This is an optimization exercise on Yosys and OpenROAD, whose aim is small area and a short achievable clock period, not a production implementation. Where RTL was checked, it was by simulation tests only, not by an equivalence proof against the original. No activity file was given, so power comes from the tool's default toggle rates.

==> 07-01: inputs <==
// KF6845
module KF6845 (
    input   logic           clock,
    input   logic           video_clock_enable,
    input   logic           reset,
    input   logic           CS_N,
    input   logic           RS,
    input   logic           ENABLE,
    input   logic           R_OR_W,
    input   logic   [7:0]   D_IN,
    output  logic   [7:0]   D_OUT,
    input   logic           LPSTB,
    output  logic           CURSOR,
    output  logic           HSYNC,
    output  logic           VSYNC,
    output  logic   [4:0]   RA,
    output  logic   [13:0]  MA,
    output  logic           DE
);
clock: 4.0 ns
lec_check: 0
cap_margin: 20
core_margin: 2
core_utilization: 40
slew_margin: 20
run.sh (not shown) runs the stock make flow with config.mk's settings and CLKGATE_MAP_FILE= SYNTH_SCRIPT=/design/flow/synth_recipe.tcl, a recipe that flattens the netlist after the stock synthesis.
==> 08-22: changes against 07-01 <==
--- a/flow/config.mk
+++ b/flow/config.mk
@@ -8,4 +8,5 @@
 export CAP_MARGIN = 20
 export CORE_MARGIN = 2
-export CORE_UTILIZATION = 40
+export CORE_UTILIZATION = 70
+export CTS_BUF_LIST = sky130_fd_sc_hd__clkbuf_8
 export SLEW_MARGIN = 20
==> qor summary <==
item                                                                                 08-22                       07-01
Run status                                                                  finished clean              finished clean
Routing usage on met1                                                                0.457                       0.263
Number of tapcells                                                                     220                         390
Die extent in y                                                                     135 µm                      177 µm
Number of standard cells in the layout, taps in and fillers out                       1391                        1538
Initial DRC count                                                                      567                         536
Fraction of layout cells with a size suffix above 1                                  0.219                       0.211
Non-clock buffer share                                                              0.0457                      0.0440
Slowest stage cell on the critical path                           sky130_fd_sc_hd__dfrtp_1    sky130_fd_sc_hd__nor4b_1
Growth of design area from synthesis to finish                                       12.7%                       15.7%
Portion of total power attributed to combinational logic                             0.282                       0.265
Clk Tree Root Cell                                               sky130_fd_sc_hd__clkbuf_8  sky130_fd_sc_hd__clkbuf_16
Internal power summed over all cells                                             0.00547 W                   0.00593 W
Capture point of the critical path                                                D_OUT[0]                    D_OUT[5]
Layout Skew                                                                      0.0220 ns                  0.00959 ns
Overall power                                                                    0.00832 W                   0.00877 W
First-pass GRT wire length                                                        45200 µm                    45300 µm
Gp weighted congestion                                                               0.889                       0.806
Peak supply drop                                                                  0.519 mV                    0.346 mV
Number of nets in the layout                                                          1176                        1163
Sequential fraction of design power                                                  0.456                       0.429
Largest net degree at the start of global routing                                       61                         173
Peak clock frequency supported by timing                                           276 MHz                     273 MHz
Lkg Pwr                                                                            6.44 nW                     6.44 nW
Detail Route met3 WL                                                               1600 µm                     1300 µm

==> v26 <==
Another version of the RTL of KF6845 (not shown whole).
==> flow/design.v (excerpt) <==
module KF6845 (
    input   logic           clock,
    input   logic           video_clock_enable,
    input   logic           reset,
    input   logic           CS_N,
    input   logic           RS,
    input   logic           ENABLE,
    input   logic           R_OR_W,
    input   logic   [7:0]   D_IN,
    output  logic   [7:0]   D_OUT,
    input   logic           LPSTB,
    output  logic           CURSOR,
    output  logic           HSYNC,
    output  logic           VSYNC,
    output  logic   [4:0]   RA,
    output  logic   [13:0]  MA,
    output  logic           DE
);
Settings: LEC_CHECK=0, CAP_MARGIN=20, CORE_MARGIN=2, CORE_UTILIZATION=60, SETUP_SLACK_MARGIN=1.7, SLEW_MARGIN=20; clock period 4.0 ns.
==> v16: changes against v26 <==
--- a/flow/design.v
+++ b/flow/design.v
@@ -222,21 +222,27 @@
                 maximum_scan_line       <= internal_data_bus[4:0];
         end
     end
     logic   [4:0]   scan_line_counter;
     logic   [6:0]   character_row_counter;
-    logic   [1:0]   interlace;
+    logic           interlace_video;     
     logic           odd_or_even;
     logic           Vadjust;
     logic   [3:0]   Vsync_counter;
     logic           Vsync_odd;
     logic           Vsync_even;
     logic           scan_line_match;
     logic           adjust_match;
     logic           adjust_match_m1;
     logic           row_match;
-    wire    adjust_zero     = ~|vertical_total_adjust;
+    logic           adjust_zero;     
+    always_ff @(posedge clock, posedge reset) begin
+        if (reset)
+            adjust_zero     <= 1'b1;
+        else if (write_vertical_total_adjust_register)
+            adjust_zero     <= ~|internal_data_bus[4:0];
+    end
     wire    v_total_match   = odd_or_even ? (adjust_zero ? row_match : (Vadjust & adjust_match_m1))
                                           : (Vadjust & adjust_match);
     wire    [4:0]   bus5    = internal_data_bus[4:0];
     wire    [6:0]   bus7    = internal_data_bus[6:0];
     wire    sl_eq_bus       = (scan_line_counter == bus5);
@@ -298,11 +304,11 @@
     wire    vsync_start     = Scanline_End_at & (V_total_at ? vsp_zero : vsp_inc);
     always_ff @(posedge clock, posedge reset) begin
         if (reset) begin
             scan_line_counter       <= 5'h00;
             character_row_counter   <= 7'h00;
-            interlace               <= 2'b00;
+            interlace_video         <= 1'b0;
             odd_or_even             <= 1'b1;
             Vadjust                 <= 1'b0;
             V_Display               <= 1'b0;
             RA                      <= 5'h00;
             Vsync_counter           <= 4'h0;
@@ -315,25 +321,25 @@
                 if (V_total_at)
                     character_row_counter   <= 7'h00;
                 else if (Scanline_End_at)
                     character_row_counter   <= character_row_counter + 7'h01;
                 if (V_total_at) begin
-                    interlace           <= interlace_mode;
+                    interlace_video     <= &interlace_mode;
                     odd_or_even         <= ~interlace_mode[0] | ~odd_or_even;
                 end
                 if (V_total_at)
                     Vadjust             <= 1'b0;
                 else if (Scanline_End_at & row_match)
                     Vadjust             <= 1'b1;
                 if (Horizontal) begin
                     if (v_total_match | scan_line_match) begin
                         scan_line_counter   <= 5'h00;
-                        RA                  <= {4'h0, (&interlace) & odd_or_even};
+                        RA                  <= {4'h0, interlace_video & odd_or_even};
                     end
                     else begin
                         scan_line_counter   <= scan_line_counter + 5'h01;
-                        RA                  <= RA + {3'h0, &interlace, ~&interlace};
+                        RA                  <= RA + {3'h0, interlace_video, ~interlace_video};
                     end
                     if (vsync_start) begin
                         Vsync_odd           <= 1'b1;
                         Vsync_counter       <= 4'h0;
                     end
@@ -606,16 +612,18 @@
             5'h10:   read_data  = {2'b00, next_light_pen[13:8]};
             5'h11:   read_data  = next_light_pen[7:0];
             default: read_data  = 8'hFF;
         endcase
     end
+    logic   [7:0]   D_OUT_n;
     always_ff @(posedge clock, posedge reset) begin
         if (reset)
-            D_OUT   <= 8'hFF;
+            D_OUT_n <= 8'h00;
         else
-            D_OUT   <= read_next ? read_data : 8'hFF;
+            D_OUT_n <= read_next ? ~read_data : 8'h00;
     end
+    assign  D_OUT   = ~D_OUT_n;
     always_ff @(posedge clock, posedge reset) begin
         if (reset) begin
             CURSOR  <= 1'b0;
             HSYNC   <= 1'b0;
             VSYNC   <= 1'b0;
==> flow/flow/run.sh (new file) <==
#!/bin/bash
set -euo pipefail
export BUFFER_PORTS_ARGS="-buffer_cell sky130_fd_sc_hd__buf_4"
export CTS_ARGS="-sink_clustering_enable -repair_clock_nets -sink_clustering_size 16 -sink_clustering_max_diameter 60 -buf_list sky130_fd_sc_hd__clkbuf_16 -dont_use_dummy_load"
bash standard.sh finish > flow_make.log 2>&1
==> flow/standard.sh (new file) <==
#!/bin/bash
# synth_recipe.tcl (not shown) runs the flow's synth.tcl, then flattens the netlist and writes it again
# the make line also repeats each setting of config.mk as NAME=value (left out here)
make -C /OpenROAD-flow-scripts/flow DESIGN_CONFIG=/design/flow/config.mk WORK_HOME=/design/flow/orfs CLKGATE_MAP_FILE= SYNTH_SCRIPT=/design/flow/synth_recipe.tcl "${@:-finish}"
==> flow/config.mk (replaced) <==
export PLATFORM = sky130hd
export DESIGN_NAME = KF6845
export DESIGN_NICKNAME = KF6845
export VERILOG_FILES = /design/flow/design.v
export SDC_FILE = /design/flow/constraint.sdc
export NUM_CORES = 4
export LEC_CHECK = 0
export ABC_AREA = 1
export CAP_MARGIN = 20
export CORE_MARGIN = 2
export CORE_UTILIZATION = 60
export SETUP_SLACK_MARGIN = 2.1
export SLEW_MARGIN = 20
removed: flow/run.sh
==> notes.md <==
Between v26 and v16, the lower die area is in v16 (gap about 4%, measured against v16).
Against v16, the via count of v26 is smaller by about 1.5%.
Between v16 and v26, the lower synthesized area is in v16 (gap about 4%, measured against v26).
Of v26 and v16, v16 has the higher final cell count (gap 9.2%, measured against v16).
Cell area: v16 is lower than v26 (4.1%).
Of v16 and v26, v16 has the higher setup slack (gap 0.45 ns).
In v26 the critical path depth is higher than in v16, by 2.
In v16 the core utilization is lower than in v26, by 0.33 points.
v16 finished with timing, DRC and antenna clean. v26 finished clean.
Against v16, the global-route usage of v26 is lower by 0.63 points.

==> 12-10: inputs <==
Another version of the RTL of KF6845 (not shown whole).
// KF6845
module KF6845 (
    input   logic           clock,
    input   logic           video_clock_enable,
    input   logic           reset,
    input   logic           CS_N,
    input   logic           RS,
    input   logic           ENABLE,
    input   logic           R_OR_W,
    input   logic   [7:0]   D_IN,
    output  logic   [7:0]   D_OUT,
    input   logic           LPSTB,
    output  logic           CURSOR,
    output  logic           HSYNC,
    output  logic           VSYNC,
    output  logic   [4:0]   RA,
    output  logic   [13:0]  MA,
    output  logic           DE
);
==> module KF6845_Vertical_Control, before the edit <==
module KF6845_Vertical_Control (
    input   logic           clock,
    input   logic           video_clock_enable,
    input   logic           reset,
    input   logic   [7:0]   internal_data_bus,
    input   logic           write_vertical_total_register,
    input   logic           write_vertical_total_adjust_register,
    input   logic           write_vertical_displayed_register,
    input   logic           write_vertical_sync_position_register,
    input   logic           write_interlace_mode_register,
    input   logic           write_maximum_scan_line_register,
    input   logic           Horizontal,
    input   logic           Horizontal_Half,
    output  logic           V_total_at,
    output  logic           Scanline_End_at,
    output  logic           V_Display,
    output  logic   [4:0]   RA,
    output  logic           VSYNC
);
    function automatic logic inc_eq7(input logic [6:0] a, input logic [6:0] b);
        logic [6:0] carry;
        integer i;
        begin
            carry[0] = 1'b1;
            for (i = 1; i < 7; i = i + 1)
                carry[i] = carry[i-1] & a[i-1];
            inc_eq7 = ((a ^ carry) == b);
        end
    endfunction
    function automatic logic inc_eq5(input logic [4:0] a, input logic [4:0] b);
        logic [4:0] carry;
        integer i;
        begin
            carry[0] = 1'b1;
            for (i = 1; i < 5; i = i + 1)
                carry[i] = carry[i-1] & a[i-1];
            inc_eq5 = ((a ^ carry) == b);
        end
    endfunction
    logic   [6:0]   vertical_total;
    logic   [4:0]   vertical_total_adjust;
    logic   [6:0]   vertical_displayed;
    logic   [6:0]   vertical_sync_position;
    logic   [1:0]   interlace_mode;
    logic   [4:0]   maximum_scan_line;
    always_ff @(posedge clock, posedge reset) begin
        if (reset) begin
            vertical_total              <= 7'h00;
            vertical_total_adjust       <= 5'h00;
            vertical_displayed          <= 7'h00;
            vertical_sync_position      <= 7'h3F;
            interlace_mode              <= 2'b00;
            maximum_scan_line           <= 5'h00;
        end
        else begin
            if (write_vertical_total_register)
                vertical_total          <= internal_data_bus[6:0];
            if (write_vertical_total_adjust_register)
                vertical_total_adjust   <= internal_data_bus[4:0];
            if (write_vertical_displayed_register)
                vertical_displayed      <= internal_data_bus[6:0];
            if (write_vertical_sync_position_register)
                vertical_sync_position  <= internal_data_bus[6:0];
            if (write_interlace_mode_register)
                interlace_mode          <= internal_data_bus[1:0];
            if (write_maximum_scan_line_register)
                maximum_scan_line       <= internal_data_bus[4:0];
        end
    end
    logic   [4:0]   scan_line_counter;
    logic   [6:0]   character_row_counter;
    logic   [1:0]   interlace;
    logic           odd_or_even;
    logic           Vadjust;
    logic   [3:0]   Vsync_counter;
    logic           Vsync_odd;
    logic           Vsync_even;
    wire    scan_line_match = (scan_line_counter == maximum_scan_line);
    wire    row_match       = (character_row_counter == vertical_total);
    wire    adjust_zero     = ~|vertical_total_adjust;
    wire    adjust_match    = (scan_line_counter == vertical_total_adjust);
    wire    adjust_match_m1 = inc_eq5(scan_line_counter, vertical_total_adjust);
    wire    v_total_match   = odd_or_even ? (adjust_zero ? row_match : (Vadjust & adjust_match_m1))
                                          : (Vadjust & adjust_match);
    assign  Scanline_End_at = Horizontal & scan_line_match;
    assign  V_total_at      = Horizontal & v_total_match;
    wire    vdisp_zero  = ~|vertical_displayed;
    wire    vdisp_inc   = inc_eq7(character_row_counter, vertical_displayed);
    wire    vdisp_hold  = (character_row_counter == vertical_displayed);
    wire    vsp_zero    = ~|vertical_sync_position;
    wire    vsp_inc     = inc_eq7(character_row_counter, vertical_sync_position);
    wire    v_display_hold  = ~vdisp_hold & V_Display;
    wire    v_display_event = V_total_at      ? ~vdisp_zero :
                              Scanline_End_at ? (~vdisp_inc & V_Display) : v_display_hold;
    wire    vsync_start     = Scanline_End_at & (V_total_at ? vsp_zero : vsp_inc);
    always_ff @(posedge clock, posedge reset) begin
        if (reset) begin
            scan_line_counter       <= 5'h00;
            character_row_counter   <= 7'h00;
            interlace               <= 2'b00;
            odd_or_even             <= 1'b1;
            Vadjust                 <= 1'b0;
            V_Display               <= 1'b0;
            RA                      <= 5'h00;
            Vsync_counter           <= 4'h0;
            Vsync_odd               <= 1'b0;
            Vsync_even              <= 1'b0;
        end
        else begin
            V_Display               <= video_clock_enable ? v_display_event : v_display_hold;
            if (video_clock_enable) begin
                if (V_total_at)
                    character_row_counter   <= 7'h00;
                else if (Scanline_End_at)
                    character_row_counter   <= character_row_counter + 7'h01;
                if (V_total_at) begin
                    interlace           <= interlace_mode;
                    odd_or_even         <= ~interlace_mode[0] | ~odd_or_even;
                end
                if (V_total_at)
                    Vadjust             <= 1'b0;
                else if (Scanline_End_at & row_match)
                    Vadjust             <= 1'b1;
                if (Horizontal) begin
                    if (v_total_match | scan_line_match) begin
                        scan_line_counter   <= 5'h00;
                        RA                  <= {4'h0, (&interlace) & odd_or_even};
                    end
                    else begin
                        scan_line_counter   <= scan_line_counter + 5'h01;
                        RA                  <= RA + {3'h0, &interlace, ~&interlace};
                    end
                    if (vsync_start) begin
                        Vsync_odd           <= 1'b1;
                        Vsync_counter       <= 4'h0;
                    end
                    else begin
                        if (&Vsync_counter)
                            Vsync_odd       <= 1'b0;
                        Vsync_counter       <= Vsync_counter + 4'h1;
                    end
                end
                if (Horizontal_Half)
                    Vsync_even          <= Vsync_odd;
            end
        end
    end
    assign  VSYNC   = odd_or_even ? Vsync_odd : Vsync_even;
endmodule
Settings: LEC_CHECK=0, CAP_MARGIN=20, CORE_MARGIN=2, CORE_UTILIZATION=60, SETUP_SLACK_MARGIN=2.2, SLEW_MARGIN=20; clock period 4.0 ns.
Stock flow here: none of the scripts above is used.
==> inputs of 06-06, as changes to 12-10 <==
--- a/flow/design.v
+++ b/flow/design.v
@@ -161,2 +161,15 @@
     endfunction
+    function automatic logic inc_eq4(input logic [3:0] a, input logic [3:0] b);
+        logic [3:0] carry;
+        integer i;
+        begin
+            carry[0] = 1'b1;
+            for (i = 1; i < 4; i = i + 1)
+                carry[i] = carry[i-1] & a[i-1];
+            inc_eq4 = ((a ^ carry) == b);
+        end
+    endfunction
+    function automatic logic inc2_eq5(input logic [4:0] a, input logic [4:0] b);
+        inc2_eq5 = (a[0] == b[0]) & inc_eq4(a[4:1], b[4:1]);
+    endfunction
     logic   [6:0]   vertical_total;
@@ -199,9 +212,57 @@
     logic           Vsync_even;
-    wire    scan_line_match = (scan_line_counter == maximum_scan_line);
-    wire    row_match       = (character_row_counter == vertical_total);
+    logic           scan_line_match;
+    logic           adjust_match;
+    logic           adjust_match_m1;
+    logic           row_match;
     wire    adjust_zero     = ~|vertical_total_adjust;
-    wire    adjust_match    = (scan_line_counter == vertical_total_adjust);
-    wire    adjust_match_m1 = inc_eq5(scan_line_counter, vertical_total_adjust);
     wire    v_total_match   = odd_or_even ? (adjust_zero ? row_match : (Vadjust & adjust_match_m1))
                                           : (Vadjust & adjust_match);
+    wire    [4:0]   bus5    = internal_data_bus[4:0];
+    wire    [6:0]   bus7    = internal_data_bus[6:0];
+    wire    sl_eq_bus       = (scan_line_counter == bus5);
+    wire    sl1_eq_bus      = inc_eq5(scan_line_counter, bus5);
+    wire    sl2_eq_bus      = inc2_eq5(scan_line_counter, bus5);
+    wire    sl1_eq_msl      = inc_eq5(scan_line_counter, maximum_scan_line);
+    wire    sl2_eq_adj      = inc2_eq5(scan_line_counter, vertical_total_adjust);
+    wire    bus5_zero       = (bus5 == 5'd0);
+    wire    bus5_one        = (bus5 == 5'd1);
+    wire    msl_zero        = ~|maximum_scan_line;
+    wire    adj_one         = (vertical_total_adjust == 5'd1);
+    wire    row_eq_bus      = (character_row_counter == bus7);
+    wire    row1_eq_bus     = inc_eq7(character_row_counter, bus7);
+    wire    row1_eq_vt      = inc_eq7(character_row_counter, vertical_total);
+    wire    bus7_zero       = (bus7 == 7'd0);
+    wire    vt_zero         = ~|vertical_total;
+    wire    we_msl          = write_maximum_scan_line_register;
+    wire    we_adj          = write_vertical_total_adjust_register;
+    wire    we_vt           = write_vertical_total_register;
+    always_ff @(posedge clock, posedge reset) begin
+        if (reset) begin
+            scan_line_match     <= 1'b1;
+            adjust_match        <= 1'b1;
+            adjust_match_m1     <= 1'b0;
+            row_match           <= 1'b1;
+        end
+        else if (video_clock_enable & Horizontal & (v_total_match | scan_line_match)) begin
+            scan_line_match     <= we_msl ? bus5_zero : msl_zero;
+            adjust_match        <= we_adj ? bus5_zero : adjust_zero;
+            adjust_match_m1     <= we_adj ? bus5_one  : adj_one;
+            if (v_total_match)
+                row_match       <= we_vt ? bus7_zero : vt_zero;
+            else
+                row_match       <= we_vt ? row1_eq_bus : row1_eq_vt;
+        end
+        else if (video_clock_enable & Horizontal) begin
+            scan_line_match     <= we_msl ? sl1_eq_bus : sl1_eq_msl;
+            adjust_match        <= we_adj ? sl1_eq_bus : adjust_match_m1;
+            adjust_match_m1     <= we_adj ? sl2_eq_bus : sl2_eq_adj;
+            row_match           <= we_vt  ? row_eq_bus : row_match;
+        end
+        else begin
+            scan_line_match     <= we_msl ? sl_eq_bus  : scan_line_match;
+            adjust_match        <= we_adj ? sl_eq_bus  : adjust_match;
+            adjust_match_m1     <= we_adj ? sl1_eq_bus : adjust_match_m1;
+            row_match           <= we_vt  ? row_eq_bus : row_match;
+        end
+    end
     assign  Scanline_End_at = Horizontal & scan_line_match;
- CORE_UTILIZATION: 60 -> 65
- SETUP_SLACK_MARGIN: 2.2 -> 2.5
==> summary of the runs <==
In die area, 06-06 and 12-10 hardly differ. Area after synthesis: 12-10 is smaller than 06-06 (7.8%). Against 06-06, the maximum frequency of 12-10 is lower by about 4%. Of 06-06 and 12-10, 06-06 has the higher design area (gap about 17%, measured against 12-10). In 06-06 the synthesized cell count is larger than in 12-10, by about 13%. Of 06-06 and 12-10, 12-10 has the higher clock power (gap about 5%, measured against 12-10). Power: 06-06 is smaller than 12-10 (5.7%). Between 06-06 and 12-10, the lower combinational power is in 06-06 (gap 7.5%, measured against 12-10). Between 12-10 and 06-06, the lower sequential share of layout area is in 06-06 (gap 5.0 points).
Function was not checked in any run of this note: the RTL went through the layout flow alone.

afterwards: timing with drivers on the ports:
Ports are ideal in the flow. The routed layouts listed here were re-timed in OpenROAD.
Step 1 sets driving cells, clkbuf_16 on the clock port and buf_2 on the other inputs (assumed; they add their load-dependent delay and slew).
Step 2 adds t to the input delays and takes it off the output delays; t is the mean of the earliest and latest rising clock arrival at the registers after step 1. Input paths then give back, and output paths get back, about the clock's delay inside the block.
a / b / c = ideal ports / drivers / drivers and shift; a / b = the first two.
run	shift t [ns]	slack for setup (ns)	worst hold slack (ns)	cell pins on the clock port's net
07-01	0.589	0.338 / 0.290 / 0.470	0.434 / 0.434 / 0.434	1
08-22	0.575	0.374 / 0.335 / 0.458	0.430 / 0.430 / 0.430	1
v26	0.595	1.657 / 1.657 / 1.246	0.444 / 0.444 / 0.444	1
v16	0.553	2.110 / 2.078 / 1.622	0.383 / 0.364 / 0.412	1
12-10	0.589	1.316 / 1.316 / 1.316	0.476 / 0.476 / 0.476	1
06-06	0.609	1.420 / 1.420 / 1.043	0.456 / 0.456 / 0.456	1
After both steps every run listed still meets setup and hold. The setup slack of v16, which loses most, moves by -0.032 ns with the drivers and by -0.488 ns with both steps.
